From an optimization exercise on the open Yosys and OpenROAD flow, aimed at small area, a short achievable clock period and few clock cycles per item; shortcuts taken in it are not production practice. Where RTL was checked, it was by simulation tests only, not by an equivalence proof against the original. Only the layout flow was run in runs 6 to 9; the RTL was not checked for function there.

[flow/config.mk]
export PLATFORM = sky130hd
export DESIGN_NAME = SQRT
export DESIGN_NICKNAME = SQRT
export VERILOG_FILES = /design/flow/design.v
export SDC_FILE = /design/flow/constraint.sdc
export NUM_CORES = 4
export LEC_CHECK = 0
export ABC_AREA = 1
export CAP_MARGIN = 20
export CORE_MARGIN = 2
export CORE_UTILIZATION = 40
export CTS_BUF_LIST = sky130_fd_sc_hd__clkbuf_4 sky130_fd_sc_hd__clkbuf_8
export CTS_CLUSTER_SIZE = 30
export SLEW_MARGIN = 20
[flow/constraint.sdc]
create_clock -name core_clock -period 34.0 [get_ports {CLK}]
set_input_delay 6.8000 -clock core_clock [delete_from_list [all_inputs] [get_ports {CLK}]]
set_output_delay 6.8000 -clock core_clock [all_outputs]
set_load 0.01 [all_outputs]
[flow/design.v]
module SQRT(
	CLK, RST,
	START,
	DATA_IN,
	DATA_OUT,
	DONE
);
input			CLK, RST;
input			START;
input [15:0]	DATA_IN;
output [15:0]	DATA_OUT;
output			DONE;
reg			done_r;		 
reg [2:0]	iter;		 
reg			first;		 
reg [1:0]	nib;		 
reg [15:0]	X;			 
reg [15:0]	G;			 
reg [11:0]	A;			 
reg [7:0]	R;			 
function [8:0] DSTEP;
	input [7:0] r;
	input       b;
	input [7:0] d;
	reg   [7:0] t, g, p, gn, pn;
	reg         q;
	integer     i, k;
	begin
		t = {r[6:0], b};
		for (i = 0; i < 8; i = i + 1) begin
			g[i] = ~t[i] & d[i];
			p[i] = ~(t[i] ^ d[i]);
		end
		for (k = 1; k < 8; k = k * 2) begin
			gn = g; pn = p;
			for (i = k; i < 8; i = i + 1) begin
				gn[i] = g[i] | (p[i] & g[i-k]);
				pn[i] = p[i] & p[i-k];
			end
			g = gn; p = pn;
		end
		q = r[7] | ~g[7];
		DSTEP[8] = q;
		DSTEP[0] = q ? (t[0] ^ d[0]) : t[0];
		for (i = 1; i < 8; i = i + 1)
			DSTEP[i] = q ? (t[i] ^ d[i] ^ g[i-1]) : t[i];
	end
endfunction
wire [7:0]	gi    = G[15:8];
wire		last  = (nib == 2'd3);
reg [3:0]	xb;
always @(*) begin
	case (nib)
	2'd0: xb = X[15:12];
	2'd1: xb = X[11:8];
	2'd2: xb = X[7:4];
	default: xb = X[3:0];
	endcase
end
wire [7:0]	r0 = first ? (nib[0] ? {4'b0000, X[15:12]} : 8'd0) : R;
wire [8:0]	s3 = DSTEP(r0,       xb[3], gi);
wire [8:0]	s2 = DSTEP(s3[7:0],  xb[2], gi);
wire [8:0]	s1 = DSTEP(s2[7:0],  xb[1], gi);
wire [8:0]	s0 = DSTEP(s1[7:0],  xb[0], gi);
wire [3:0]	qn = {s3[8], s2[8], s1[8], s0[8]};
reg [3:0]	gb;
always @(*) begin
	case (nib)
	2'd0: gb = G[15:12];
	2'd1: gb = G[11:8];
	2'd2: gb = G[7:4];
	default: gb = G[3:0];
	endcase
end
wire [11:0]	ain = first ? {8'd0, nib[0] ? G[15:12] : 4'd0} : A;
wire [11:0]	hi0 = ain;
wire [11:0]	hi1 = ain + 12'd1;
wire [4:0]	lo  = {1'b0, gb} + {1'b0, qn};
wire [15:0]	sum = {lo[4] ? hi1 : hi0, lo[3:0]};
function SKIPS;
	input [11:0] h;		 
	input [3:0]  xt;	 
	begin
		SKIPS = (|h[11:9]) | (xt < h[8:5]);
	end
endfunction
wire		sk0 = SKIPS(hi0, X[15:12]);
wire		sk1 = SKIPS(hi1, X[15:12]);
wire		skn = lo[4] ? sk1 : sk0;
wire [15:0]	ea  = {DATA_IN[15:4], 4'b0000};
wire [15:0]	eb  = ~{3'b000, DATA_IN[15:4], 1'b0};
wire [15:0]	ek  = 16'h0038;
wire [15:0]	ex  = ea ^ eb ^ ek;
wire [15:0]	ec  = (ea & eb) | (ek & (ea ^ eb));
wire [15:0]	g0  = ex + {ec[14:0], 1'b1};
wire		take = done_r & START;
wire		sk_in = |DATA_IN[15:8] | (&DATA_IN[7:4]);
always @(posedge CLK or posedge RST) begin
	if (RST)
		done_r <= 1'b1;
	else if (done_r)
		done_r <= ~START;
	else if (last && iter == 3'd4)
		done_r <= 1'b1;
end
always @(posedge CLK) begin
	R   <= s0[7:0];
	A   <= sum[11:0];
end
always @(posedge CLK) begin
	if (take) begin
		X     <= DATA_IN;
		G     <= g0;
		iter  <= 3'd0;
		first <= 1'b1;
		nib   <= {1'b0, sk_in};
	end else if (!done_r) begin
		if (last) begin
			G     <= {1'b0, sum[15:1]};
			iter  <= iter + 3'd1;
			first <= 1'b1;
			nib   <= {1'b0, skn};
		end else begin
			first <= 1'b0;
			nib   <= nib + 2'd1;
		end
	end
end
assign DONE     = done_r;
assign DATA_OUT = G;
endmodule
[flow/flow/run.sh]
#!/bin/bash
set -euo pipefail
bash standard.sh SETUP_SLACK_MARGIN=25 "BUFFER_PORTS_ARGS=-buffer_cell sky130_fd_sc_hd__buf_2" finish > make_finish.log 2>&1
[flow/standard.sh]
#!/bin/bash
# synth_recipe.tcl (not shown) runs the flow's synth.tcl, then flattens the netlist and writes it again
# the make line also repeats each setting of config.mk as NAME=value (left out here)
make -C /OpenROAD-flow-scripts/flow DESIGN_CONFIG=/design/flow/config.mk WORK_HOME=/design/flow/orfs CLKGATE_MAP_FILE= SYNTH_SCRIPT=/design/flow/synth_recipe.tcl "${@:-finish}"
==> impl_metrics.toml, run 1 <==
[timing]
slew-limit-headroom_pct = 45.0
fin_worst_skew_ps = 14.5
setup_ws_ps = 25290
hold_violations = 0
min_period_ps = 8710
rsz0062_at_grt = "no"
setup-tns-final_ps = 0
drv_slew = 0
max_freq_ghz = 0.115
setup_violations = 0
tightest_slew_ps = 820
fin_crit_sh_pct = 25.6

[global_route]
grt_max_degree = 30
grt_antenna_before_repair = 0
grt_first_pass_wirelength_mm = 25.4
gr-total-overflow = 0
track_usage_pct = 20.3
grt_pass1_vias = 4968

[worst_hold_path]
min-delay-start = "iter[2]"
hold_path.class = "reg2reg"
hold_end = "done_r"
hold_depth = 2

[finish]
area_growth_pct = 12.1
layout-drive-gt1-share_pct = 13.1
nFillCells = 1481
insertedDiodeCount = 0
regArea_sq_um = 1520
multi_input_area_sq_um = 3740
final_common_cell = "nand2_1"
layout_common_cells = "nand2_1, inv_1, ha_1, nand3_1, a21oi_1"
fin_nets = 959

[synthesis]
synth-edff-count = 33
syn_area_sq_um = 5780
synth_seq_cells = 59
yosys.area.top_type = "edfxtp_1"
ys_types = 46
synth_area_leaders = "edfxtp_1, ha_1, nand2_1, inv_1, dfxtp_1"
yosysSeqAreaShare_pct = 26.2
yosys_most_used_dff = "edfxtp_1"
ys_async_sr_fraction_pct = 1.69
synth_top_area_share_pct = 17.1
synth.avg_cell_area_sq_um = 7.11
synth_cells = 813
yosysWarningCount = 1

[critical_path]
r2r_start = "nib[0]"
worstReg2RegEnd = "G[6]"
end_kind = "register"
path_class = "in2reg"
startpoint_type = "input port"
rr_worst_depth = 59
rrSetupSlack_ps = 25670
crit_required_ps = 34080
crit_fanout = 5
cp.arrival_ps = 8790
critPathLaunch = "DATA_IN[5]"

[route]
avgRoutedWirePerCell_microns = 15.1
num_vias = 5308
routed-wl-met3_microns = 599
met2WireLength_mm = 7.61
drt_iter0_markers = 446
top_layer = "met4"
avgViaCountPerCell = 5.07
routed_wl_mm = 15.8
antenna_left = 0
m1WireLength_mm = 7.20
drcViolationCount = 0
first_pass_iters = 5

[die]
fp.dieW_microns = 124
dieArea_sq_um = 15400
chipHeight_microns = 124
core_area_sq_um = 14000
start_util_pct = 41.3
rows = 43
io-pin-count = 36

[clock_tree]
cts.hold.buffers_added = 0
root_buffer = "clkbuf_8"
clk_path_buf_depth = 2
cts_tree = "done"
clkTransAtPathRegs_ps = 70
numCtsBuffers = 9
htree_levels = 3
clk_latency_ps = 350
clock_sinks = 59

[placed_design]
place_congestion = 0.868
dpl.hpwl_mm = 12.3
port_buffers = 35
post-place-ws_ps = 24820

[status]
status = "complete, no violations"

[flow_run]
drv_cap = 0
==> worst max-delay path by stage <==
stage	depth (start not counted)	end	slack [ps]
finish	15	G[12]	25290
global placement	15	G[12]	24840
floorplan	14	G[12]	25280
global route	54	G[8]	25020
detailed placement	15	G[12]	24820
CTS	58	G[7]	25070
==> cells by family (layout without fill, tap and decap cells) <==
logic type | count (synthesis) | count (layout) | synth area share [%]
fa+ha+maj | 78 | 78 | 17.5
compound gates | 99 | 99 | 9.98
flops | 59 | 59 | 26.2
xor+xnor | 36 | 36 | 5.45
simple gates | 388 | 389 | 30.2
buf+inv | 153 | 206 | 10.6
==> registers in the layout, indices dropped and copies added (netlist names) <==
| name | cells |
|---|---|
| first | 1 |
| A | 12 |
| G | 16 |
| done_r | 1 |
| nib | 2 |
| X | 16 |
| iter | 3 |
| R | 8 |
==> critical path: stages <==
cell     delay, ps
buf_2          120
inv_1           90
ha_1           280
inv_1           40
ha_1           360
nand4_1        110
o21ai_1        290
nand3_1        110
nand2_1        110
nand2_1         60
nand2_1         90
a21o_1         140
nand2_1         50
nand2_1         50
o21ai_0        100
==> synthesized netlist by cell type, types with 7 or more instances <==
library cell / count
nand2_1: 236
inv_1: 134
ha_1: 73
nand3_1: 68
a21oi_1: 40
edfxtp_1: 33
nor2_1: 33
dfxtp_1: 25
o21ai_0: 23
xor2_1: 22
xnor2_1: 14
nand4_1: 11
nand2_2: 9
nor3_1: 8
clkbuf_1: 7
o22ai_1: 7
==> per-layer routing <==
metal  global-route usage (%)  up-vias
met5                        0        -
met4                     5.88        0
met3                     2.58       27
met2                     34.6      134
met1                     26.9     2402
li1                         -     2745
==> metrics by stage <==
stage	area [sq um]	util (%)	hold slack [ps]	cells
finish	6480	46.3	451	1047
global route	6480	46.3	474	1047
CTS	6280	44.9	458	1031
detailed placement	6100	43.6	444	1015
global placement	6100	43.6	445	1015
floorplan	5780	-	418	813
==> cell type report <==
class / instances / area share, %
clock buffer: 10 / 2.03
multi-input combinational: 602 / 57.7
inverter: 139 / 8.20
clock inverter: 6 / 0.676
tap: 180 / 3.47
timing repair buffer: 50 / 4.44
sequential: 59 / 23.4
timing repair inverter: 1 / 0.0772
==> what timing repair did <==
item / in CTS / in global routing
gates cloned: 0 / 2
pin swaps: 0 / 3
setup endpoints to repair: 6 / 21
buffers inserted: 0 / 14
gates resized for setup: 2 / 18
Testbench counts, summed over its fixed seeds: cycles 32,821, items 2,048.
==> inputs of run 2 (changes only) <==
--- a/flow/config.mk
+++ b/flow/config.mk
@@ -7,3 +7,3 @@
 export LEC_CHECK = 0
-export ABC_AREA = 1
+export ABC_AREA = 0
 export CAP_MARGIN = 20
==> run 2 against run 1 <==
  * Still clean
  * Clock skew about the same
  * Routed wire length up 3.2%
  * Flip-flop and latch count stayed put
  * Area after synthesis is 8.3% lower
  * Critical endpoint is now G[14]
==> impl_metrics.toml, run 2 <==
[worst_hold_path]
hold_depth = 2
hold_path.class = "reg2reg"

[clock_tree]
htree_levels = 3
clk_path_buf_depth = 2
cts_tree = "done"
cts.hold.buffers_added = 0
root_buffer = "clkbuf_8"
clkTransAtPathRegs_ps = 70
clock_sinks = 59
numCtsBuffers = 9
clk_latency_ps = 350

[synthesis]
synth-compound-area-share_pct = 21.6
yosysWarningCount = 1
synthAdderAreaFrac_pct = 19.1
ys_types = 62
yosysSeqAreaShare_pct = 28.6
synth.avg_cell_area_sq_um = 9.01
synth_area_leaders = "edfxtp_1, ha_1, dfxtp_1, xnor2_1, nand2_1"
muxShareOfSynthArea_pct = 3.82
synth_seq_cells = 59
synth_cells = 588
synth-edff-count = 33
synth-simple-area-share_pct = 14.5
synth_top_family_by_area = "compound AO/OA/AOI/OAI gates"
synth_xor_area_share_pct = 7.60
yosys.area.top_type = "edfxtp_1"
synth_top_area_share_pct = 18.7
yosys_most_used_dff = "edfxtp_1"
ys_async_sr_fraction_pct = 1.69
syn_area_sq_um = 5300
yosys-top-cells-count = "ha_1, nand2_1, inv_1"
synth_most_common_cell = "ha_1"

[finish]
final_cell_area_sq_um = 7070
layout-drive-gt1-share_pct = 35.4
instances_no_fill = 883
largestRegisters = "G x16, X x16, A x12"
area_growth_pct = 33.3
final_common_cell = "buf_4"
insertedDiodeCount = 0
layout_common_cells = "buf_4, ha_1, nand2_1, inv_1, buf_2"
fin_nets = 799

[die]
dieArea_sq_um = 14200
io-pin-count = 36
fp.dieW_microns = 119
rows = 42
start_util_pct = 40.5
chipHeight_microns = 119
core_area_sq_um = 13100

[timing]
setup_ws_ps = 24640
setup_violations = 0
fin_crit_sh_pct = 27.5
max_freq_ghz = 0.107
tightest_slew_ps = 875
setup-tns-final_ps = 0
drv_slew = 0
min_period_ps = 9360
slew-limit-headroom_pct = 41.5
fin_worst_skew_ps = 14.7
hold_violations = 0
rsz0062_at_grt = "yes"

[critical_path]
slowest_delay_ps = 480
path_common_cell = "fa_2"
r2r_start = "nib[0]"
rr_worst_depth = 52
worstReg2RegEnd = "G[14]"
crit_required_ps = 34070
crit_fanout = 17
critPathLaunch = "nib[0]"
critPathCapture = "G[14]"
slowest_stage = "edfxtp_1"
rrSetupSlack_ps = 24640
cp.arrival_ps = 9430
end_kind = "register"
path_class = "reg2reg"
startpoint_type = "register"

[route]
routed_wl_mm = 16.3
first_pass_iters = 5
num_vias = 4920
avgViaCountPerCell = 5.57
avgRoutedWirePerCell_microns = 18.5
antenna_left = 0
drcViolationCount = 0
drt_iter0_markers = 277

[placed_design]
dpl.hpwl_mm = 11.6
port_buffers = 35
post-place-ws_ps = 23580
place_congestion = 0.929
dpl_cell_area_sq_um = 5790
dp_cells = 785

[global_route]
gr-total-overflow = 0
grt_antenna_before_repair = 0
grt_pass1_vias = 5122
grt_first_pass_wirelength_mm = 25.7
grt_max_degree = 31
track_usage_pct = 23.2

[status]
status = "complete, no violations"

[flow_run]
drv_cap = 0
## run 2: changes by cell type after synthesis, moves of 9 or more
cell      delta
a21o_1      +12
inv_1       -92
mux2_2      +10
mux2i_1      +9
nand2_1    -173
nand2_2      -9
nand2b_1    +11
nand3_1     -56
nor2b_1     +12
o21ai_0     +14
xnor2_1     +15
## run 2: how the worst min path moves through the flow
stage          slack (ps)    start  endpoint
2_1_floorplan         420  iter[2]    done_r
3_3_place_gp          450  iter[2]    done_r
3_5_place_dp          450  iter[2]    done_r
4_1_cts               480  iter[2]    done_r
5_1_grt               500  iter[2]    done_r
6_report              470  iter[2]    done_r
## run 2: stage by stage
| stage | hold slack, ps | utilization (%) |
|---|---|---|
| 2_1_floorplan | 424 | - |
| 4_1_cts | 480 | 52.3 |
| 3_3_place_gp | 452 | 44.2 |
| 3_5_place_dp | 454 | 44.2 |
| 5_1_grt | 502 | 54.0 |
| 6_report | 469 | 54.0 |
## run 2: layer usage
layer	wire, microns	up-vias	global-route usage, %	share of wire, %
met5	0	-	0	0
met1	6700	2339	27.1	41
met3	666	47	2.97	4.1
met2	8190	162	40.9	50
li1	-	2372	-	-
met4	766	0	13.2	4.7
## run 2: critical path: cells and delay by family, from the launching register on
kind            cells  cell delay (ps)
flops               1              480
fa+ha+maj           8             2150
simple gates       13             1340
mux                 2              640
xor+xnor            1              180
compound gates     21             3520
buf+inv             7              740
## run 2: kinds of logic after synthesis
logic type,count (synthesis)
flip-flops,59
XOR/XNOR,46
buffers and inverters,61
multiplexers,19
AO/OA/AOI/OAI,161
adder cells (fa/ha/maj),78
AND/OR/NAND/NOR,164
## run 2: final cells by class
type / instances / area [sq um]
flip-flops and latches: 59 / 1520
clock buffers: 11 / 145
fillers: 1143 / 6020
multi-input cells: 469 / 4070
well taps: 176 / 220
repair buffers: 116 / 813
clock inverters: 5 / 101
inverters: 47 / 199
## run 2: what timing repair did
action | 4_1_cts | 5_1_grt
resized for setup | 57 | 23
cloned | 1 | 0
setup buffers | 68 | 12
pin swaps | 38 | 20
setup endpoints to repair | 28 | 29
hold endpoints to repair | 0 | 0
==> inputs of run 3 (changes only) <==
==> flow/flow/run.sh (replaced) <==
#!/bin/bash
set -euo pipefail
bash standard.sh SETUP_SLACK_MARGIN=24.5 "BUFFER_PORTS_ARGS=-buffer_cell sky130_fd_sc_hd__buf_2" finish > make_finish.log 2>&1
--- a/flow/config.mk
+++ b/flow/config.mk
@@ -7,3 +7,3 @@
 export LEC_CHECK = 0
-export ABC_AREA = 0
+export ABC_AREA = 1
 export CAP_MARGIN = 20
==> run 3 against run 2 <==
  * Utilization shrank 8.6 points
  * Highest routed layer unchanged
  * Flip-flop and latch count unchanged
==> impl_metrics.toml, run 3 <==
[status]
status = "complete, no violations"

[worst_hold_path]
hold_path.class = "reg2reg"

[critical_path]
startpoint_type = "input port"
crit_required_ps = 34080
rrSetupSlack_ps = 25330
path_class = "in2reg"
cp.arrival_ps = 8920
end_kind = "register"
crit_fanout = 5

[synthesis]
synth_top_area_share_pct = 17.1
synth_most_common_cell = "nand2_1"
synth-edff-count = 33
yosys.area.top_type = "edfxtp_1"
synth_seq_cells = 59
yosysSeqAreaShare_pct = 26.2
yosysWarningCount = 1
ys_async_sr_fraction_pct = 1.69
yosys-top-cells-count = "nand2_1, inv_1, ha_1"
syn_area_sq_um = 5780
synth_cells = 813
yosys_most_used_dff = "edfxtp_1"
synth_area_leaders = "edfxtp_1, ha_1, nand2_1, inv_1, dfxtp_1"
ys_types = 46
synth.avg_cell_area_sq_um = 7.11

[clock_tree]
numCtsBuffers = 9
clk_path_buf_depth = 2
cts_tree = "done"
htree_levels = 3
root_buffer = "clkbuf_8"
clock_sinks = 59
clk_latency_ps = 350
clkTransAtPathRegs_ps = 70
cts.hold.buffers_added = 0

[finish]
regArea_sq_um = 1520
area_growth_pct = 9.74
insertedDiodeCount = 0
final_cell_area_sq_um = 6340
nFillCells = 1497
fin_nets = 949
largestRegisters = "G x16, X x16, A x12"
final_common_cell = "nand2_1"
layout-drive-gt1-share_pct = 11.6
multi_input_area_sq_um = 3670
layout_common_cells = "nand2_1, inv_1, ha_1, nand3_1, a21oi_1"

[timing]
slew-limit-headroom_pct = 43.5
hold_violations = 0
min_period_ps = 8840
setup_violations = 0
hold_slack_ps = 451
setup-tns-final_ps = 0
tightest_slew_ps = 843
fin_worst_skew_ps = 15.5
rsz0062_at_grt = "no"
fin_crit_sh_pct = 26.0
max_freq_ghz = 0.113
drv_slew = 0

[route]
drcViolationCount = 0
num_vias = 5242
routed_wl_mm = 15.6
antenna_left = 0
first_pass_iters = 6
avgRoutedWirePerCell_microns = 15.0
drt_iter0_markers = 348
avgViaCountPerCell = 5.05

[die]
dieArea_sq_um = 15400
io-pin-count = 36
rows = 43
chipHeight_microns = 124
fp.dieW_microns = 124
core_area_sq_um = 14000
start_util_pct = 41.3

[placed_design]
place_congestion = 0.868
dpl.hpwl_mm = 12.3
port_buffers = 35
dpl_cell_area_sq_um = 6100

[global_route]
grt_first_pass_wirelength_mm = 25.4
grt_pass1_vias = 4961
grt_max_degree = 30
grt_antenna_before_repair = 0
track_usage_pct = 20.3
gr-total-overflow = 0

[flow_run]
drv_cap = 0
-- run 3: cell types whose count changed in the layout (fill, tap and decap cells not counted), sizes merged, moves of 13 or more --
cell	before	now
xnor2	29	14
inv	46	136
nand3	12	77
buf	116	42
nand2	64	250
nor2b	13	0
-- run 3: stage by stage --
stage	cells	setup WS, ps	utilization [%]
2_1_floorplan	813	25280	-
3_3_place_gp	1015	24840	43.6
3_5_place_dp	1015	24820	43.6
4_1_cts	1031	24800	44.9
5_1_grt	1037	24500	45.4
6_report	1037	25160	45.4
-- run 3: metal layers --
layer,track usage [%],wire [microns]
met2,34.7,7340
met5,0,0
met3,2.58,684
met4,5.88,397
met1,26.8,7130
-- run 3: kinds of logic (layout without fill, tap and decap cells) --
family          Yosys count  after routing  share of synthesized area, %
fa+ha+maj                78             78                          17.5
flops                    59             59                          26.2
simple gates            388            388                          30.2
buf+inv                 153            197                          10.6
compound gates           99             99                          9.98
xor+xnor                 36             36                          5.45
-- run 3: layout make-up --
cell class / instances / area share [%]
clock inverter: 6 / 0.690
inverter: 139 / 8.38
clock buffer: 10 / 2.07
multi-input combinational: 601 / 57.8
tap: 180 / 3.55
timing repair buffer: 42 / 3.59
sequential: 59 / 23.9
-- run 3: final timing paths --
kind                       cells past startpoint        from     end
min in group asynchronous                      2         RST  done_r
min                                            2     iter[2]  done_r
max                                           15  DATA_IN[5]   G[12]
max reg2reg                                   59      nib[0]    G[7]
min reg2reg                                    2     iter[2]  done_r
max in group asynchronous                      2         RST  done_r
-- run 3: critical path, stage by stage --
cell and delay [ps]:
buf_2 120, inv_1 80, ha_1 280, inv_1 40
ha_1 360, nand4_1 100, o21ai_0 400, nand3_1 120
nand2_1 120, nand2_1 60, nand2_1 90, a21o_1 140
nand2_1 50, nand2_1 50, o21ai_0 100
-- run 3: repair_timing --
action                     in CTS  in global routing
gates resized for setup         0                  8
setup endpoints to repair       0                 20
setup buffers                   0                  6
==> inputs of run 4 (changes only) <==
==> flow/flow/run.sh (replaced) <==
#!/bin/bash
set -euo pipefail
bash standard.sh SETUP_SLACK_MARGIN=25.5 "BUFFER_PORTS_ARGS=-buffer_cell sky130_fd_sc_hd__buf_2" finish > make_finish.log 2>&1
--- a/flow/config.mk
+++ b/flow/config.mk
@@ -11,4 +11,2 @@
 export CORE_UTILIZATION = 40
-export CTS_BUF_LIST = sky130_fd_sc_hd__clkbuf_4 sky130_fd_sc_hd__clkbuf_8
-export CTS_CLUSTER_SIZE = 30
 export SLEW_MARGIN = 20
==> run 4 against run 3 <==
  * First-iteration DRC count up 23%
  * Flip-flop and latch count unchanged
  * Area after synthesis unchanged
  * Maximum frequency up 5.0%
  * Design area up 13%
==> impl_metrics.toml, run 4 <==
[critical_path]
startpoint_type = "input port"
rrSetupSlack_ps = 25950
crit_fanout = 4
path_class = "in2reg"
worstReg2RegEnd = "nib[0]"
crit_required_ps = 34070
end_kind = "register"
critPathLaunch = "DATA_IN[11]"
r2r_start = "nib[0]"
rr_worst_depth = 58
cp.arrival_ps = 8490

[synthesis]
ys_async_sr_fraction_pct = 1.69
yosys-top-cells-count = "nand2_1, inv_1, ha_1"
synth-edff-count = 33
synth_top_area_share_pct = 17.1
yosys.area.top_type = "edfxtp_1"
yosysSeqAreaShare_pct = 26.2
yosys_most_used_dff = "edfxtp_1"
synth_most_common_cell = "nand2_1"
syn_area_sq_um = 5780
yosysWarningCount = 1
synth_seq_cells = 59
synth_area_leaders = "edfxtp_1, ha_1, nand2_1, inv_1, dfxtp_1"
ys_types = 46
synth.avg_cell_area_sq_um = 7.11
synth_cells = 813

[global_route]
grt_first_pass_wirelength_mm = 25.7
grt_antenna_before_repair = 0
grt_pass1_vias = 5101
gr-total-overflow = 0
grt_max_degree = 30
track_usage_pct = 20.7

[finish]
largestRegisters = "G x16, X x16, A x12"
layout_common_cells = "nand2_1, inv_1, nand3_1, ha_1, a21oi_1"
layout-drive-gt1-share_pct = 20.2
insertedDiodeCount = 0
regArea_sq_um = 1520
nFillCells = 1422
fin_nets = 976
area_growth_pct = 23.6
multi_input_area_sq_um = 4100
final_common_cell = "nand2_1"
fin_util_pct = 51.1

[clock_tree]
numCtsBuffers = 9
clk_latency_ps = 330
root_buffer = "clkbuf_16"
clock_sinks = 59
clkTransAtPathRegs_ps = 60
htree_levels = 3
clk_path_buf_depth = 2
cts_tree = "done"

[timing]
max_freq_ghz = 0.119
min_period_ps = 8420
fin_crit_sh_pct = 24.8
tightest_slew_ps = 807
setup-tns-final_ps = 0
fin_worst_skew_ps = 7.25
setup_violations = 0
setup_ws_ps = 25580
hold_violations = 0
drv_slew = 0
slew-limit-headroom_pct = 46.1
rsz0062_at_grt = "no"

[placed_design]
post-place-ws_ps = 24840
port_buffers = 35
dpl.hpwl_mm = 12.6
place_congestion = 0.876

[route]
antenna_left = 0
drcViolationCount = 0
drt_iter0_markers = 427
routed_wl_mm = 16.7
first_pass_iters = 5
num_vias = 5536
avgViaCountPerCell = 5.20
avgRoutedWirePerCell_microns = 15.7

[die]
chipHeight_microns = 124
rows = 43
io-pin-count = 36
fp.dieW_microns = 124
core_area_sq_um = 14000
start_util_pct = 41.3
dieArea_sq_um = 15400

[status]
status = "complete, no violations"

[worst_hold_path]
hold_path.class = "reg2reg"
min-delay-start = "iter[2]"
hold_depth = 2
hold_end = "done_r"

[flow_run]
drv_cap = 0
## run 4: worst max-delay path: stages
cell and delay, ps:
clkbuf_4 150, ha_1 330, ha_4 240, nand2_1 90, a21oi_1 60, a211oi_2 230
nand3_2 120, or2_2 290, nand3_1 70, o21ai_1 100
## run 4: kinds of logic after synthesis
| family | Yosys count | share of synthesized area (%) |
|---|---|---|
| compound gates | 99 | 9.98 |
| buf+inv | 153 | 10.6 |
| simple gates | 388 | 30.2 |
| xor+xnor | 36 | 5.45 |
| flops | 59 | 26.2 |
| fa+ha+maj | 78 | 17.5 |
## run 4: routing by layer
metal	routed length (microns)	up-vias	global-route usage, %
met3	800	30	2.32
li1	-	2784	-
met1	7300	2559	26.7
met2	8150	163	36.5
met4	409	0	6.01
met5	0	-	0
## run 4: final cells by class
| class | count | share of cell area (%) |
|---|---|---|
| multi-input combinational | 603 | 57.4 |
| sequential | 59 | 21.3 |
| inverter | 139 | 7.53 |
| timing repair buffer | 67 | 6.16 |
| clock buffer | 9 | 3.15 |
| tap | 180 | 3.15 |
| clock inverter | 7 | 1.38 |
## run 4: how the worst max path moves through the flow
stage | to | slack (ps) | depth (start not counted)
2_1_floorplan | G[12] | 25480 | 14
3_3_place_gp | G[12] | 25100 | 15
3_5_place_dp | G[7] | 24840 | 58
4_1_cts | G[7] | 25500 | 59
5_1_grt | nib[0] | 25360 | 58
6_report | G[13] | 25580 | 10
## run 4: stage by stage
step           area (sq um)  std cells  hold WS [ps]
2_1_floorplan          5910        813           418
4_1_cts                6610       1034           449
5_1_grt                7150       1064           497
6_report               7150       1064           444
3_3_place_gp           6220       1015           439
3_5_place_dp           6220       1015           445
## run 4: what timing repair did
| item | 4_1_cts | 5_1_grt |
|---|---|---|
| setup endpoints to repair | 21 | 27 |
| hold buffers | 0 | 0 |
| setup buffers | 3 | 28 |
| cloned | 0 | 2 |
| pin swaps | 2 | 13 |
| gates resized for setup | 10 | 60 |
==> inputs of run 5 (changes only) <==
==> flow/flow/run.sh (replaced) <==
#!/bin/bash
# Standard layout, with repair_timing aiming for 25 ns of setup slack
# (the clock period and constraints are the design's own).
set -euo pipefail
bash standard.sh SETUP_SLACK_MARGIN=25 finish > make_finish.log 2>&1
==> run 5 against run 4 <==
  * Still clean on timing, DRC and antenna
  * Worst hold slack gained 14 ps
  * Worst setup slack lost 400 ps
  * Maximum frequency shrank 4.5%
  * Routed wire length shrank 1.5%
  * Sequential share of layout area grew 0.81 points
  * Clock-buffer cell count is the same
  * Global-route usage shrank 0.45 points
  * Clock skew shrank 2.4 ps
  * Design area shrank 3.7%
  * Critical path type unchanged
  * Largest cell class unchanged
==> impl_metrics.toml, run 5 <==
[finish]
layout-drive-gt1-share_pct = 11.3
final_common_cell = "nand2_1"
layout_common_cells = "nand2_1, inv_1, nand3_1, ha_1, a21oi_1"
largestRegisters = "G x16, X x16, A x12"
area_growth_pct = 19.0
fin_nets = 963
insertedDiodeCount = 0
nFillCells = 1413
instances_no_fill = 1051

[synthesis]
synth-edff-count = 33
yosys-top-cells-count = "nand2_1, inv_1, ha_1"
yosysWarningCount = 1
synth_cells = 813
yosys_most_used_dff = "edfxtp_1"
synth_seq_cells = 59
ys_types = 46
synth_most_common_cell = "nand2_1"
synth_area_leaders = "edfxtp_1, ha_1, nand2_1, inv_1, dfxtp_1"
synth_top_area_share_pct = 17.1
syn_area_sq_um = 5780
synth.avg_cell_area_sq_um = 7.11
yosysSeqAreaShare_pct = 26.2
ys_async_sr_fraction_pct = 1.69
yosys.area.top_type = "edfxtp_1"

[critical_path]
cp.arrival_ps = 8890
startpoint_type = "input port"
crit_cells = 11
cp_num_buf_inv = 2
path_common_cell = "nand3_1"
crit_fanout = 6
slowest_delay_ps = 480
crit_family = "simple AND/OR/NAND/NOR gates"
path_class = "in2reg"
crit_required_ps = 34070
path_cells = "clkdlybuf4s50_1, inv_1, ha_1, ha_2, nand2_1, a21oi_1, a211oi_2, nand3_1, or2_2, nand3_1, o21ai_0"
slowest_stage = "clkdlybuf4s50_1"
rr_worst_depth = 49
end_kind = "register"

[flow_run]
drv_cap = 0

[route]
drt_iter0_markers = 414
num_vias = 5426
avgRoutedWirePerCell_microns = 15.6
routed_wl_mm = 16.4
drcViolationCount = 0
avgViaCountPerCell = 5.16
antenna_left = 0
first_pass_iters = 5

[timing]
setup_violations = 0
max_freq_ghz = 0.113
fin_crit_sh_pct = 25.9
tightest_slew_ps = 749
setup-tns-final_ps = 0
setup_ws_ps = 25180
hold_violations = 0
drv_slew = 0
min_period_ps = 8820
slew-limit-headroom_pct = 49.9
fin_worst_skew_ps = 4.81
rsz0062_at_grt = "no"

[clock_tree]
clk_latency_ps = 330
clock_sinks = 59
cts_tree = "done"
clkTransAtPathRegs_ps = 50
htree_levels = 3
numCtsBuffers = 9
cts.hold.buffers_added = 0
clk_path_buf_depth = 2
root_buffer = "clkbuf_16"

[status]
status = "complete, no violations"

[die]
io-pin-count = 36
rows = 43
start_util_pct = 41.3
core_area_sq_um = 14000
chipHeight_microns = 124
dieArea_sq_um = 15400
fp.dieW_microns = 124

[global_route]
track_usage_pct = 20.3
grt_first_pass_wirelength_mm = 25.2
grt_antenna_before_repair = 0
grt_max_degree = 30
gr-total-overflow = 0
grt_pass1_vias = 5002

[placed_design]
place_congestion = 0.906
dp_cells = 1014
post-place-ws_ps = 24370
dpl.hpwl_mm = 12.3
port_buffers = 35

[worst_hold_path]
hold_depth = 2
hold_path.class = "reg2reg"

[pwr]
run 5: cell type report:
type / instances / area [sq um] / area share [%]
tap: 180 / 225 / 3.27
sequential: 59 / 1520 / 22.1
clock inverter: 7 / 76.3 / 1.11
clock buffer: 9 / 225 / 3.27
timing repair inverter: 1 / 5.00 / 0.0727
timing repair buffer: 52 / 489 / 7.11
inverter: 139 / 536 / 7.78
multi-input combinational: 604 / 3810 / 55.3
run 5: metal layers:
metal | wire [microns] | share of wire (%) | GRT usage, % | vias to the layer above
met5 | 0 | 0 | 0 | -
met4 | 609 | 3.7 | 9.25 | 0
met3 | 770 | 4.7 | 2.19 | 43
met2 | 7800 | 47 | 33.9 | 154
met1 | 7250 | 44 | 26.3 | 2470
li1 | - | - | - | 2759
run 5: worst paths after layout:
check | from | end | slack, ps
setup / recovery | DATA_IN[15] | G[13] | 25180
hold / removal | iter[2] | done_r | 460
setup reg to reg | first | nib[0] | 25620
hold reg to reg | iter[2] | done_r | 460
max in group asynchronous | RST | done_r | 27220
min in group asynchronous | RST | done_r | 6760
run 5: timing repair:
action	CTS	global route
gates resized for setup	9	35
pin swaps	1	4
buffers inserted	1	16
setup endpoints to repair	29	26
cloned	0	4
run 5: worst min-delay path, cell delays in order (launching register included):
cell,delay [ps]
dfxtp_1,320
nand3_1,80
nand2_1,50
run 5: logic make-up (layout without fill, tap and decap cells):
kind of cell               count (synthesis)  count (layout)  synth area share, %
and+or+nand+nor                          388             391                 30.2
buffers and inverters                    153             208                 10.6
AOI/OAI and AO/OA                         99              99                 9.98
adders and majority gates                 78              78                 17.5
DFF                                       59              59                 26.2
xor gates and xnor gates                  36              36                 5.45
run 5: stage by stage:
step                util [%]  cell area (sq um)  hold slack (ps)
floorplan                  -               5780              418
global placement        44.8               6270              446
detailed placement      44.8               6270              445
CTS                     47.1               6580              461
global route            49.2               6880              485
finish                  49.2               6880              458
==> inputs of run 6 (changes only) <==
--- a/flow/design.v
+++ b/flow/design.v
@@ -14,7 +14,6 @@
 reg [2:0]	iter;		 
-reg			first;		 
-reg [1:0]	nib;		 
+reg [1:0]	cnt;		 
 reg [15:0]	X;			 
 reg [15:0]	G;			 
-reg [11:0]	A;			 
+reg [11:0]	Q;			 
 reg [7:0]	R;			 
@@ -49,2 +48,5 @@
 wire [7:0]	gi    = G[15:8];
+wire		first = (cnt == 2'd0);
+wire		skip  = first & ((|gi[7:4]) | (X[15:12] < gi[3:0]));
+wire [1:0]	nib   = first ? {1'b0, skip} : cnt;
 wire		last  = (nib == 2'd3);
@@ -59,3 +61,3 @@
 end
-wire [7:0]	r0 = first ? (nib[0] ? {4'b0000, X[15:12]} : 8'd0) : R;
+wire [7:0]	r0 = first ? (skip ? {4'b0000, X[15:12]} : 8'd0) : R;
 wire [8:0]	s3 = DSTEP(r0,       xb[3], gi);
@@ -65,26 +67,6 @@
 wire [3:0]	qn = {s3[8], s2[8], s1[8], s0[8]};
-reg [3:0]	gb;
-always @(*) begin
-	case (nib)
-	2'd0: gb = G[15:12];
-	2'd1: gb = G[11:8];
-	2'd2: gb = G[7:4];
-	default: gb = G[3:0];
-	endcase
-end
-wire [11:0]	ain = first ? {8'd0, nib[0] ? G[15:12] : 4'd0} : A;
-wire [11:0]	hi0 = ain;
-wire [11:0]	hi1 = ain + 12'd1;
-wire [4:0]	lo  = {1'b0, gb} + {1'b0, qn};
+wire [11:0]	hi0 = G[15:4] + Q;
+wire [11:0]	hi1 = G[15:4] + Q + 12'd1;
+wire [4:0]	lo  = {1'b0, G[3:0]} + {1'b0, qn};
 wire [15:0]	sum = {lo[4] ? hi1 : hi0, lo[3:0]};
-function SKIPS;
-	input [11:0] h;		 
-	input [3:0]  xt;	 
-	begin
-		SKIPS = (|h[11:9]) | (xt < h[8:5]);
-	end
-endfunction
-wire		sk0 = SKIPS(hi0, X[15:12]);
-wire		sk1 = SKIPS(hi1, X[15:12]);
-wire		skn = lo[4] ? sk1 : sk0;
 wire [15:0]	ea  = {DATA_IN[15:4], 4'b0000};
@@ -96,3 +78,2 @@
 wire		take = done_r & START;
-wire		sk_in = |DATA_IN[15:8] | (&DATA_IN[7:4]);
 always @(posedge CLK or posedge RST) begin
@@ -107,3 +88,4 @@
 	R   <= s0[7:0];
-	A   <= sum[11:0];
+	Q   <= first ? {8'd0, qn} : {Q[7:0], qn};
+	cnt <= (done_r | last) ? 2'd0 : nib + 2'd1;
 end
@@ -111,17 +93,8 @@
 	if (take) begin
-		X     <= DATA_IN;
-		G     <= g0;
-		iter  <= 3'd0;
-		first <= 1'b1;
-		nib   <= {1'b0, sk_in};
-	end else if (!done_r) begin
-		if (last) begin
-			G     <= {1'b0, sum[15:1]};
-			iter  <= iter + 3'd1;
-			first <= 1'b1;
-			nib   <= {1'b0, skn};
-		end else begin
-			first <= 1'b0;
-			nib   <= nib + 2'd1;
-		end
+		X    <= DATA_IN;
+		G    <= g0;
+		iter <= 3'd0;
+	end else if (!done_r && last) begin
+		G    <= {1'b0, sum[15:1]};
+		iter <= iter + 3'd1;
 	end
==> flow/run.sh (new file) <==
#!/bin/bash
# synth_recipe.tcl (not shown) runs the flow's synth.tcl, then flattens the netlist and writes it again
# the make line also repeats each setting of config.mk as NAME=value (left out here)
make -C /OpenROAD-flow-scripts/flow DESIGN_CONFIG=/design/flow/config.mk WORK_HOME=/design/flow/orfs CLKGATE_MAP_FILE= SYNTH_SCRIPT=/design/flow/synth_recipe.tcl finish
removed: flow/flow/run.sh
removed: flow/standard.sh
==> run 6 against run 5 <==
  * Still clean
  * Worst setup slack got worse by 1500 ps
  * Non-clock buffer count decreased by 15
  * Synthesized cell count decreased by 11%
  * Critical path type is now reg2reg
  * Critical endpoint is now G[14]
  * Largest cell class unchanged
  * Highest routed layer unchanged
==> impl_metrics.toml, run 6 <==
[status]
status = "complete, no violations"

[clock_tree]
numCtsBuffers = 9
clock_sinks = 58
cts.hold.buffers_added = 0
clk_latency_ps = 330
cts_tree = "done"
clkTransAtPathRegs_ps = 60
cts_setup_buffers = 0
root_buffer = "clkbuf_16"
clk_path_buf_depth = 2
cts_resized = 0
htree_levels = 3

[critical_path]
end_kind = "register"
crit_fanout = 14
rr_worst_depth = 62
r2r_start = "G[9]"
startpoint_type = "register"
worstReg2RegEnd = "G[14]"
rrSetupSlack_ps = 23670
slowest_delay_ps = 710
path_class = "reg2reg"
path_common_cell = "nand2_1"
slowest_stage = "edfxtp_1"
crit_required_ps = 34090
critPathLaunch = "G[9]"
cp.arrival_ps = 10410
critPathCapture = "G[14]"

[route]
first_pass_iters = 5
routed_wl_mm = 14.1
drcViolationCount = 0
avgViaCountPerCell = 5.10
antenna_left = 0
drt_iter0_markers = 248
avgRoutedWirePerCell_microns = 14.8
num_vias = 4845

[die]
core_area_sq_um = 13300
rows = 42
io-pin-count = 36
chipHeight_microns = 121
dieArea_sq_um = 14600
fp.dieW_microns = 121
start_util_pct = 41.1

[global_route]
gr-total-overflow = 0
grt_pass1_vias = 4896
grt_antenna_before_repair = 0
grt_first_pass_wirelength_mm = 23.5
grt_max_degree = 34
track_usage_pct = 20.6

[finish]
final_cell_area_sq_um = 6340
layout-drive-gt1-share_pct = 7.36
final_common_cell = "nand2_1"
largestRegisters = "G x16, X x16, Q x12"
layout_common_cells = "nand2_1, inv_1, ha_1, a21oi_1, o21ai_0"
area_growth_pct = 16.1
nFillCells = 1329
fin_nets = 868
insertedDiodeCount = 0

[synthesis]
yosys.area.top_type = "edfxtp_1"
ys_types = 46
ys_async_sr_fraction_pct = 1.72
yosys_most_used_dff = "edfxtp_1"
synth_top_area_share_pct = 17.6
synth.avg_cell_area_sq_um = 7.51
yosysWarningCount = 1
yosysSeqAreaShare_pct = 27.2
synth-edff-count = 32
yosys-top-cells-count = "nand2_1, inv_1, ha_1"
synth_most_common_cell = "nand2_1"
syn_area_sq_um = 5460
synth_area_leaders = "edfxtp_1, ha_1, nand2_1, dfxtp_1, inv_1"
synth_cells = 727
synth_seq_cells = 58

[timing]
drv_slew = 0
fin_crit_sh_pct = 30.4
min_period_ps = 10330
fin_worst_skew_ps = 6.07
hold_violations = 0
max_freq_ghz = 0.0968
rsz0062_at_grt = "no"
setup_violations = 0
tightest_slew_ps = 765
setup-tns-final_ps = 0
slew-limit-headroom_pct = 48.9

[worst_hold_path]
hold_path.class = "reg2reg"
min-delay-start = "Q[7]"

[placed_design]
dpl.hpwl_mm = 11.0
port_buffers = 35
dpl_cell_area_sq_um = 5990
place_congestion = 0.919

[flow_run]
drv_cap = 0
-- run 6: final cells by class --
class                      instances  area (sq um)  share of cell area, %
clock buffer                      10           250                   3.95
clock inverter                     6          72.6                   1.14
inverter                         128           480                   7.58
multi-input combinational        535          3440                   54.3
sequential                        58          1490                   23.5
tap                              176           220                   3.47
timing repair buffer              37           385                   6.08
-- run 6: layer usage --
layer  vias to the layer above  share of wire (%)  global-route usage [%]
li1                       2495                  -                       -
met1                      2237                 47                    26.4
met2                        86                 47                    34.8
met3                        27                3.3                    3.24
met4                         0                2.6                    7.41
met5                         -                  0                       0
-- run 6: how the worst min path moves through the flow --
stage | to | depth (start not counted)
floorplan | Q[10] | 2
detailed placement | Q[11] | 2
CTS | Q[11] | 2
finish | Q[11] | 2
global route | Q[10] | 2
global placement | Q[11] | 2
-- run 6: worst max-delay path: cells and delay by family, from the launching register on --
| family | cells | cell delay, ps |
|---|---|---|
| AO/OA/AOI/OAI | 9 | 1370 |
| buffers and inverters | 9 | 940 |
| multiplexers | 1 | 210 |
| AND/OR/NAND/NOR | 36 | 4300 |
| adder cells (fa/ha/maj) | 7 | 2550 |
| flip-flops | 1 | 710 |
-- run 6: cells by family after synthesis --
group	count (synthesis)	synth area share, %
mux	2	0.366
fa+ha+maj	80	19.1
buf+inv	134	9.71
xor+xnor	36	5.77
compound gates	135	14.5
flops	58	27.2
simple gates	282	23.3
-- run 6: through the flow --
| stage | setup WS, ps | std cells | util [%] | hold slack, ps |
|---|---|---|---|---|
| finish | 23670 | 950 | 47.7 | 431 |
| global route | 22650 | 950 | 47.7 | 449 |
| CTS | 23640 | 949 | 47.5 | 434 |
| detailed placement | 23690 | 933 | 45.1 | 424 |
| global placement | 23980 | 933 | 45.1 | 428 |
| floorplan | 24910 | 727 | - | 413 |
==> inputs of run 7 (changes only) <==
==> flow/design.v (replaced) <==
module SQRT(
	CLK, RST,
	START,
	DATA_IN,
	DATA_OUT,
	DONE
);
input			CLK, RST;
input			START;
input [15:0]	DATA_IN;
output [15:0]	DATA_OUT;
output			DONE;
reg			done_r;		 
reg			init_r;		 
reg [2:0]	iter;		 
reg [1:0]	cnt;		 
reg [15:0]	X;			 
reg [15:0]	G;			 
reg [11:0]	Q;			 
reg [7:0]	R;			 
wire [7:0]	gi    = G[15:8];
wire		first = (cnt == 2'd0);
wire		skip  = first & (|G[15:12]);
wire [1:0]	nib   = first ? {1'b0, skip} : cnt;
wire		last  = (nib == 2'd3);
reg [3:0]	xb;
always @(*) begin
	case (nib)
	2'd0: xb = X[15:12];
	2'd1: xb = X[11:8];
	2'd2: xb = X[7:4];
	default: xb = X[3:0];
	endcase
end
wire [7:0]	r0 = first ? (skip ? {4'b0000, X[15:12]} : 8'd0) : R;
function [8:0] DSTEP;
	input [7:0] r;
	input       b;
	input [7:0] d;
	reg   [9:0] t;
	begin
		t = {1'b0, r, b} - {2'b00, d};
		if (t[9])
			DSTEP = {1'b0, r[6:0], b};
		else
			DSTEP = {1'b1, t[7:0]};
	end
endfunction
wire [8:0]	s3 = DSTEP(r0,       xb[3], gi);
wire [8:0]	s2 = DSTEP(s3[7:0],  xb[2], gi);
wire [8:0]	s1 = DSTEP(s2[7:0],  xb[1], gi);
wire [8:0]	s0 = DSTEP(s1[7:0],  xb[0], gi);
wire [3:0]	qn = {s3[8], s2[8], s1[8], s0[8]};
wire [15:0]	sum = G + {Q, qn};
wire [15:0]	g0  = 16'h0038 + 16'd14 * {4'b0000, X[15:4]};
always @(posedge CLK or posedge RST) begin
	if (RST) begin
		done_r <= 1'b1;
		init_r <= 1'b0;
	end else if (done_r) begin
		if (START) begin
			done_r <= 1'b0;
			init_r <= 1'b1;
		end
	end else if (init_r) begin
		init_r <= 1'b0;
	end else if (last && iter == 3'd4) begin
		done_r <= 1'b1;
	end
end
always @(posedge CLK) begin
	if (done_r) begin
		if (START)
			X <= DATA_IN;
	end else if (init_r) begin
		G    <= g0;
		iter <= 3'd0;
		cnt  <= 2'd0;
	end else begin
		R   <= s0[7:0];
		Q   <= first ? {8'd0, qn} : {Q[7:0], qn};
		cnt <= nib + 2'd1;
		if (last) begin
			G    <= {1'b0, sum[15:1]};
			iter <= iter + 3'd1;
		end
	end
end
assign DONE     = done_r;
assign DATA_OUT = G;
endmodule
--- a/flow/config.mk
+++ b/flow/config.mk
@@ -7,3 +7,2 @@
 export LEC_CHECK = 0
-export ABC_AREA = 1
 export CAP_MARGIN = 20
==> run 7 against run 6 <==
  * Still clean
  * Utilization decreased by 1.2 points
  * Synthesized cell count decreased by 20%
  * Worst setup slack got worse by 1700 ps
  * Clock-buffer cell count increased by 2
  * Worst hold slack improved by 140 ps
  * Critical path type unchanged
  * Critical endpoint is now G[13]
==> impl_metrics.toml, run 7 <==
[critical_path]
path_common_cell = "o21ai_0"
rr_worst_depth = 46
crit_fanout = 19
path_class = "reg2reg"
r2r_start = "G[13]"
slowest_stage = "nor4_1"
crit_required_ps = 34060
worstReg2RegEnd = "G[13]"
slowest_delay_ps = 850
end_kind = "register"
cp.arrival_ps = 12110
rrSetupSlack_ps = 21950
startpoint_type = "register"

[synthesis]
synth_most_common_cell = "ha_1"
synth_area_leaders = "edfxtp_1, ha_1, fa_1, xnor2_1, a21oi_1"
yosys-top-cells-count = "ha_1, edfxtp_1, nor2_1"
synth.avg_cell_area_sq_um = 9.70
yosys_most_used_dff = "edfxtp_1"
synth_seq_cells = 59
yosys.area.top_type = "edfxtp_1"
yosysWarningCount = 1
ys_async_sr_fraction_pct = 3.39
synth_top_area_share_pct = 30.5
synth_cells = 578
syn_area_sq_um = 5610
synth-edff-count = 57
ys_types = 67
yosysSeqAreaShare_pct = 31.4

[die]
dieArea_sq_um = 15000
core_area_sq_um = 13800
chipHeight_microns = 122
fp.dieW_microns = 122
rows = 43
start_util_pct = 40.7
io-pin-count = 36

[clock_tree]
root_buffer = "clkbuf_16"
clk_path_buf_depth = 2
clkTransAtPathRegs_ps = 60
cts_setup_buffers = 0
numCtsBuffers = 9
htree_levels = 3
clock_sinks = 59
cts.hold.buffers_added = 0
cts_tree = "done"
clk_latency_ps = 330
cts_resized = 0

[worst_hold_path]
hold_end = "Q[9]"
min-delay-start = "Q[5]"
hold_path.class = "reg2reg"
hold_depth = 1

[finish]
nFillCells = 1354
fin_util_pct = 46.5
layout_common_cells = "ha_1, edfxtp_1, nor2_1, a21oi_1, inv_1"
largestRegisters = "G x16, X x16, Q x12"
insertedDiodeCount = 0
area_growth_pct = 14.3
instances_no_fill = 801
layout-drive-gt1-share_pct = 7.25
fin_nets = 715
final_common_cell = "ha_1"

[timing]
fin_crit_sh_pct = 35.4
hold_slack_ps = 568
slew-limit-headroom_pct = 36.6
fin_worst_skew_ps = 7.95
tightest_slew_ps = 943
hold_violations = 0
min_period_ps = 12050
rsz0062_at_grt = "no"
drv_slew = 0
max_freq_ghz = 0.0830
setup-tns-final_ps = 0
setup_violations = 0

[status]
status = "complete, no violations"

[route]
num_vias = 4429
avgViaCountPerCell = 5.53
drcViolationCount = 0
drt_iter0_markers = 293
antenna_left = 0
avgRoutedWirePerCell_microns = 17.2
routed_wl_mm = 13.8
first_pass_iters = 5

[global_route]
grt_antenna_before_repair = 0
track_usage_pct = 19.8
gr-total-overflow = 0
grt_first_pass_wirelength_mm = 22.9
grt_pass1_vias = 4462
grt_max_degree = 34

[placed_design]
dpl.hpwl_mm = 10.9
port_buffers = 35
place_congestion = 0.868
dp_cells = 785

[flow_run]
drv_cap = 0
run 7: cell count changes after synthesis, sizes merged, moves of 15 or more:
cell    change
edfxtp     +25
dfxtp      -25
inv        -86
nand3      -40
and2       +15
nand2     -140
o21ai      -24
run 7: worst max-delay path by stage:
stage                      from     to  depth (start not counted)  slack [ps]
after floorplan           G[15]  G[13]                         49       24120
after global placement    G[13]  G[13]                         46       22470
after detailed placement  G[13]  G[13]                         46       22170
after CTS                 G[13]  G[13]                         46       22110
after global routing      G[13]  G[11]                         46       20970
final                     G[13]  G[13]                         46       21950
run 7: layout make-up:
type	count	area, sq um	area share [%]
tap	180	225	3.52
timing repair buffer	37	365	5.70
clock inverter	4	17.5	0.273
sequential	59	1760	27.5
multi-input combinational	466	3640	56.8
clock buffer	12	236	3.69
inverter	43	161	2.52
run 7: layer usage:
metal  wire length [microns]  track usage, %  up-vias  share of wire, %
li1                        -               -     2185                 -
met1                    6590            26.9     2113                48
met2                    6400            32.3      111                46
met3                     601            3.35       20               4.4
met4                     222            5.82        0               1.6
met5                       0               0        -                 0
run 7: critical path, delay by kind of cell, from the launching register on:
family,cells,cell delay (ps)
compound gates,24,5510
simple gates,11,2620
fa+ha+maj,5,1630
mux,3,1160
flops,1,460
buf+inv,2,240
xor+xnor,1,140
run 7: logic make-up (layout without fill, tap and decap cells):
kind of cell	Yosys count	after routing	synth area share (%)
compound gates	149	149	18.0
fa+ha+maj	80	80	20.1
simple gates	168	168	14.9
flops	59	59	31.4
mux	19	19	3.84
buf+inv	53	96	3.88
xor+xnor	50	50	7.81
run 7: metrics by stage:
stage	cell area (sq um)	worst slack (ps)
after floorplan	5610	24120
after global placement	6150	22470
after detailed placement	6150	22170
after CTS	6410	22110
after global routing	6410	20970
final	6410	21950
==> inputs of run 8 (changes only) <==
--- a/flow/design.v
+++ b/flow/design.v
@@ -53,3 +53,6 @@
 wire [3:0]	qn = {s3[8], s2[8], s1[8], s0[8]};
-wire [15:0]	sum = G + {Q, qn};
+wire [11:0]	hi0 = G[15:4] + Q;
+wire [11:0]	hi1 = G[15:4] + Q + 12'd1;
+wire [4:0]	lo  = {1'b0, G[3:0]} + {1'b0, qn};
+wire [15:0]	sum = {lo[4] ? hi1 : hi0, lo[3:0]};
 wire [15:0]	g0  = 16'h0038 + 16'd14 * {4'b0000, X[15:4]};
--- a/flow/config.mk
+++ b/flow/config.mk
@@ -7,2 +7,3 @@
 export LEC_CHECK = 0
+export ABC_AREA = 1
 export CAP_MARGIN = 20
==> run 8 against run 7 <==
  * Worst hold slack improved by 14 ps
  * Design area increased by 3.7%
  * Routed wire length rose by 4.5%
  * Critical path type unchanged
  * Flip-flop and latch count unchanged
  * Maximum frequency rose by 20%
  * Sequential share of layout area fell by 0.97 points
  * Still clean on timing, DRC and antenna
==> impl_metrics.toml, run 8 <==
[clock_tree]
clk_latency_ps = 340
root_buffer = "clkbuf_16"
clk_path_buf_depth = 2
cts_tree = "done"
clkTransAtPathRegs_ps = 60
htree_levels = 3
cts.hold.buffers_added = 0
cts_setup_buffers = 0
cts_resized = 0
clock_sinks = 59
numCtsBuffers = 9

[placed_design]
dpl.hpwl_mm = 11.4
port_buffers = 35
place_congestion = 0.940
dpl_cell_area_sq_um = 6310
dp_cells = 932
post-place-ws_ps = 24090

[synthesis]
syn_area_sq_um = 5760
yosysSeqAreaShare_pct = 30.6
yosys.area.top_type = "edfxtp_1"
synth-edff-count = 57
synth_area_leaders = "edfxtp_1, ha_1, nand2_1, inv_1, fa_1"
yosys-top-cells-count = "nand2_1, inv_1, ha_1"
ys_async_sr_fraction_pct = 3.39
synth_cells = 723
synth_most_common_cell = "nand2_1"
yosys_most_used_dff = "edfxtp_1"
ys_types = 46
synth.avg_cell_area_sq_um = 7.97
synth_seq_cells = 59
synth_top_area_share_pct = 29.7
yosysWarningCount = 1

[timing]
tightest_slew_ps = 830
fin_crit_sh_pct = 29.5
fin_worst_skew_ps = 9.94
slew-limit-headroom_pct = 44.7
setup-tns-final_ps = 0
setup_ws_ps = 23980
drv_slew = 0
setup_violations = 0
min_period_ps = 10020
hold_violations = 0
rsz0062_at_grt = "no"
max_freq_ghz = 0.0998

[finish]
fin_nets = 864
final_common_cell = "nand2_1"
final_cell_area_sq_um = 6640
insertedDiodeCount = 0
largestRegisters = "G x16, X x16, Q x12"
regArea_sq_um = 1760
instances_no_fill = 948
area_growth_pct = 15.3
nFillCells = 1343
multi_input_area_sq_um = 3500
layout_common_cells = "nand2_1, inv_1, ha_1, edfxtp_1, nor2_1"
layout-drive-gt1-share_pct = 6.38

[route]
first_pass_iters = 6
num_vias = 4901
avgRoutedWirePerCell_microns = 15.2
avgViaCountPerCell = 5.17
routed_wl_mm = 14.4
antenna_left = 0
drcViolationCount = 0
drt_iter0_markers = 367

[critical_path]
crit_required_ps = 34090
end_kind = "register"
slowest_stage = "edfxtp_1"
worstReg2RegEnd = "G[14]"
cp.arrival_ps = 10110
slowest_delay_ps = 460
startpoint_type = "register"
rr_worst_depth = 57
path_common_cell = "nand2_1"
rrSetupSlack_ps = 23980
path_class = "reg2reg"
crit_fanout = 16
r2r_start = "cnt[0]"

[global_route]
grt_pass1_vias = 4790
track_usage_pct = 20.2
gr-total-overflow = 0
grt_antenna_before_repair = 0
grt_max_degree = 25
grt_first_pass_wirelength_mm = 23.6

[status]
status = "complete, no violations"

[die]
rows = 43
dieArea_sq_um = 15400
fp.dieW_microns = 124
chipHeight_microns = 124
start_util_pct = 41.2
core_area_sq_um = 14000
io-pin-count = 36

[worst_hold_path]
hold_end = "done_r"
min-delay-start = "iter[2]"
hold_path.class = "reg2reg"
hold_depth = 2

[flow_run]
drv_cap = 0
-- run 8: cells by family after synthesis --
group           share of synthesized area [%]
fa+ha+maj                                20.2
compound gates                           13.4
flops                                    30.6
mux                                     0.174
simple gates                             20.3
xor+xnor                                 6.54
buf+inv                                  8.80
-- run 8: layout make-up --
cell class / instances / area share [%]
Clock inverter: 7 / 1.51
Inverter: 124 / 7.05
Clock buffer: 9 / 3.39
Timing Repair Buffer: 36 / 5.39
Multi-Input combinational cell: 533 / 52.7
Sequential cell: 59 / 26.5
Tap cell: 180 / 3.39
-- run 8: worst max-delay path by stage --
stage,end,slack [ps],cells after the start,from
after CTS,G[14],24080,57,cnt[0]
after floorplan,G[14],25830,61,cnt[0]
after global placement,G[14],24350,57,cnt[0]
final,G[14],23980,57,cnt[0]
after detailed placement,G[14],24090,57,cnt[0]
after global routing,G[14],23070,57,cnt[0]
-- run 8: through the flow --
step	utilization, %	hold slack (ps)
finish	47.5	581
global route	47.5	601
CTS	47.4	588
detailed placement	45.1	573
global placement	45.1	569
floorplan	-	522
-- run 8: per-layer routing --
layer	part of all wire, %	up-vias	global-route usage, %	wire length (microns)
met1	47	2270	26.9	6730
met4	2.0	0	7.02	291
met5	0	-	0	0
met2	47	145	33.4	6710
met3	4.8	24	3.48	692
li1	-	2462	-	-
-- run 8: worst max-delay path: cells and delay by family (launching register included) --
family / cells / cell delay, ps
and+or+nand+nor: 25 / 2310
DFF: 1 / 460
AOI/OAI and AO/OA: 16 / 3110
buffers and inverters: 8 / 1240
muxes: 1 / 400
xor gates and xnor gates: 1 / 190
adders and majority gates: 6 / 2050
==> inputs of run 9 (changes only) <==
==> flow/design.v (replaced) <==
module SQRT(
	CLK, RST,
	START,
	DATA_IN,
	DATA_OUT,
	DONE
);
input			CLK, RST;
input			START;
input [15:0]	DATA_IN;
output [15:0]	DATA_OUT;
output			DONE;
reg			done_r;		 
reg [2:0]	iter;		 
reg [15:0]	X;			 
reg [15:0]	G;			 
function [8:0] DSTEP;
	input [7:0] r;
	input       b;
	input [7:0] d;
	reg   [9:0] t;
	begin
		t = {1'b0, r, b} - {2'b00, d};
		if (t[9])
			DSTEP = {1'b0, r[6:0], b};
		else
			DSTEP = {1'b1, t[7:0]};
	end
endfunction
function [15:0] DIV;
	input [15:0] x;
	input [7:0]  d;
	reg   [7:0]  r;
	reg   [8:0]  s;
	integer      i;
	begin
		r = 8'd0;
		for (i = 15; i >= 0; i = i - 1) begin
			s = DSTEP(r, x[i], d);
			DIV[i] = s[8];
			r = s[7:0];
		end
	end
endfunction
wire [15:0]	quo  = DIV(X, G[15:8]);
wire [15:0]	sum  = G + quo;
wire [15:0]	g0   = 16'h0038 + 16'd14 * {4'b0000, DATA_IN[15:4]};
always @(posedge CLK or posedge RST) begin
	if (RST)
		done_r <= 1'b1;
	else if (done_r)
		done_r <= ~START;
	else if (iter == 3'd4)
		done_r <= 1'b1;
end
always @(posedge CLK) begin
	if (done_r) begin
		if (START) begin
			X    <= DATA_IN;
			G    <= g0;
			iter <= 3'd0;
		end
	end else begin
		G    <= {1'b0, sum[15:1]};
		iter <= iter + 3'd1;
	end
end
assign DONE     = done_r;
assign DATA_OUT = G;
endmodule
==> run 9 against run 8 <==
  * Area after synthesis grew 58%
  * Highest routed layer unchanged
  * Still clean
  * Non-clock buffer count grew 7
  * Critical path type unchanged
  * Die area grew 56%
  * Routed wire length grew 54%
  * First-iteration DRC count grew 3.5%
  * Flip-flop and latch count shrank 23
  * Final cell count grew 74%
  * Maximum frequency shrank 67%
  * Via count grew 67%
  * Clock skew shrank 2.2 ps
  * Largest cell class unchanged
==> impl_metrics.toml, run 9 <==
[timing]
drv_slew = 0
setup_violations = 0
setup_ws_ps = 3690
fin_worst_skew_ps = 7.77
fin_crit_sh_pct = 89.1
max_freq_ghz = 0.0330
min_period_ps = 30310
hold_violations = 0
tightest_slew_ps = 955
setup-tns-final_ps = 0
slew-limit-headroom_pct = 36.3

[global_route]
grt_max_degree = 23
grt_antenna_before_repair = 0
gr-total-overflow = 0
grt_pass1_vias = 7832
track_usage_pct = 19.1
grt_first_pass_wirelength_mm = 38.0

[critical_path]
slowest_stage = "edfxtp_1"
slowest_delay_ps = 540
path_class = "reg2reg"
startpoint_type = "register"
crit_family = "compound AO/OA/AOI/OAI gates"
cp_num_buf_inv = 25
crit_fanout = 17
cp.arrival_ps = 30320
r2r_start = "G[10]"
rr_worst_depth = 222
worstReg2RegEnd = "G[13]"
end_kind = "register"
path_common_cell = "nand2_1"
crit_required_ps = 34010
rrSetupSlack_ps = 3690

[placed_design]
place_congestion = 0.843
post-place-ws_ps = 1790
dpl.hpwl_mm = 17.9
port_buffers = 35
dpl_cell_area_sq_um = 9810

[die]
io-pin-count = 36
start_util_pct = 40.5
fp.dieW_microns = 155
dieArea_sq_um = 24000
core_area_sq_um = 22500
rows = 55
chipHeight_microns = 155

[finish]
area_growth_pct = 9.73
insertedDiodeCount = 0
nFillCells = 2317
multi_input_area_sq_um = 7160
fin_nets = 1560
largestRegisters = "G x16, X x16, iter x3"
layout_common_cells = "nand2_1, inv_1, ha_1, a21oi_1, nand3_1"
final_common_cell = "nand2_1"
layout-drive-gt1-share_pct = 6.90
fin_util_pct = 44.5
final_cell_area_sq_um = 10000
regArea_sq_um = 1070

[synthesis]
synth.avg_cell_area_sq_um = 6.92
yosysSeqAreaShare_pct = 11.7
synth_cells = 1318
synth_most_common_cell = "nand2_1"
yosys.area.top_type = "ha_1"
yosysWarningCount = 1
ys_types = 46
synth_seq_cells = 36
yosys-top-cells-count = "nand2_1, inv_1, ha_1"
synth_top_area_share_pct = 20.9
ys_async_sr_fraction_pct = 2.78
syn_area_sq_um = 9120
synth_area_leaders = "ha_1, nand2_1, edfxtp_1, inv_1, fa_1"
synth-edff-count = 34
yosys_most_used_dff = "edfxtp_1"

[clock_tree]
cts_tree = "done"
clkTransAtPathRegs_ps = 60
htree_levels = 2
clk_latency_ps = 290
clock_sinks = 36
numCtsBuffers = 5
cts.hold.buffers_added = 0
clk_path_buf_depth = 2
root_buffer = "clkbuf_16"

[route]
num_vias = 8187
antenna_left = 0
routed_wl_mm = 22.3
drcViolationCount = 0
drt_iter0_markers = 380
avgViaCountPerCell = 4.97
first_pass_iters = 5
avgRoutedWirePerCell_microns = 13.5

[worst_hold_path]
hold_depth = 2
hold_end = "done_r"
min-delay-start = "iter[2]"
hold_path.class = "reg2reg"

[flow_run]
drv_cap = 0

[status]
status = "complete, no violations"
-- run 9: how the worst max path moves through the flow --
stage | start | endpoint | cells after the start
after floorplan | G[9] | G[13] | 222
after global placement | G[11] | G[13] | 218
after detailed placement | G[11] | G[13] | 219
after CTS | G[11] | G[13] | 219
after global routing | G[8] | G[13] | 223
final | G[10] | G[13] | 222
-- run 9: tightest hold or removal path, stage by stage (launching register included) --
cell	delay [ps]
edfxtp_1	360
nand3_1	100
nand2_1	70
-- run 9: layout make-up --
type | count | area share (%)
clock inverters | 2 | 0.125
repair buffers | 43 | 4.10
flip-flops and latches | 36 | 10.7
clock buffers | 6 | 1.29
inverters | 229 | 8.76
multi-input cells | 1047 | 71.5
well taps | 285 | 3.56
-- run 9: layer usage --
metal	global-route usage [%]	vias to the layer above	share of wire, %
li1	-	4400	-
met1	27.7	3670	52
met2	31.8	102	44
met3	1.34	15	2.5
met4	2.69	0	1.1
met5	0	-	0
-- run 9: what timing repair did --
action | CTS | global route
setup buffers | 0 | 4
endpoints found under the setup margin | 0 | 15
hold endpoints to repair | 0 | 0
resized for setup | 0 | 29
-- run 9: cells by family (layout without fill, tap and decap cells) --
group	Yosys count	in the layout	synth area share [%]
XOR/XNOR	87	87	8.35
flip-flops	36	36	11.7
buffers and inverters	237	280	10.1
adder cells (fa/ha/maj)	179	179	26.8
AO/OA/AOI/OAI	222	222	14.1
other	1	3	0.0411
AND/OR/NAND/NOR	556	556	28.9
-- run 9: through the flow --
step	hold slack, ps	cells
after floorplan	503	1320
after global placement	553	1636
after detailed placement	549	1636
after CTS	567	1644
after global routing	625	1648
final	564	1648

[separate check: timing with driven ports]
In the flow no input, the clock included, has a driving cell. The finished layouts below were timed again as built, in two steps.
Step 1 sets driving cells, clkbuf_16 on the clock port and buf_2 on the other inputs (assumed; they add their load-dependent delay and slew).
Step 2, shift: input delay + t, output delay - t, t = (earliest + latest rising clock arrival at the registers) / 2. This alone moves slack from input paths to output paths.
Three values: ideal ports, drivers, drivers and shift; two values: the first two.
run | t, ns | slack for setup (ns) | clock arrival spread, ns | pins driven straight from the clock port
run 1 | 0.372 | 25.292 / 25.298 / 24.925 | 0.014 / 0.015 | 1
run 2 | 0.371 | 24.642 / 24.642 / 24.628 | 0.015 / 0.014 | 1
run 3 | 0.369 | 25.158 / 25.164 / 24.795 | 0.015 / 0.015 | 1
run 4 | 0.368 | 25.582 / 25.601 / 25.233 | 0.007 / 0.007 | 1
run 5 | 0.363 | 25.184 / 25.196 / 24.833 | 0.004 / 0.004 | 1
run 6 | 0.364 | 23.673 / 23.673 / 23.673 | 0.006 / 0.006 | 1
run 7 | 0.364 | 21.949 / 21.949 / 21.949 | 0.008 / 0.008 | 1
run 8 | 0.368 | 23.981 / 23.981 / 23.981 | 0.010 / 0.011 | 1
run 9 | 0.312 | 3.691 / 3.691 / 3.691 | 0.008 / 0.008 | 1
After both steps setup and hold are still met in every run listed. For run 1, which loses most, drivers alone change the setup slack by +0.006 ns; drivers and shift together by -0.367 ns.
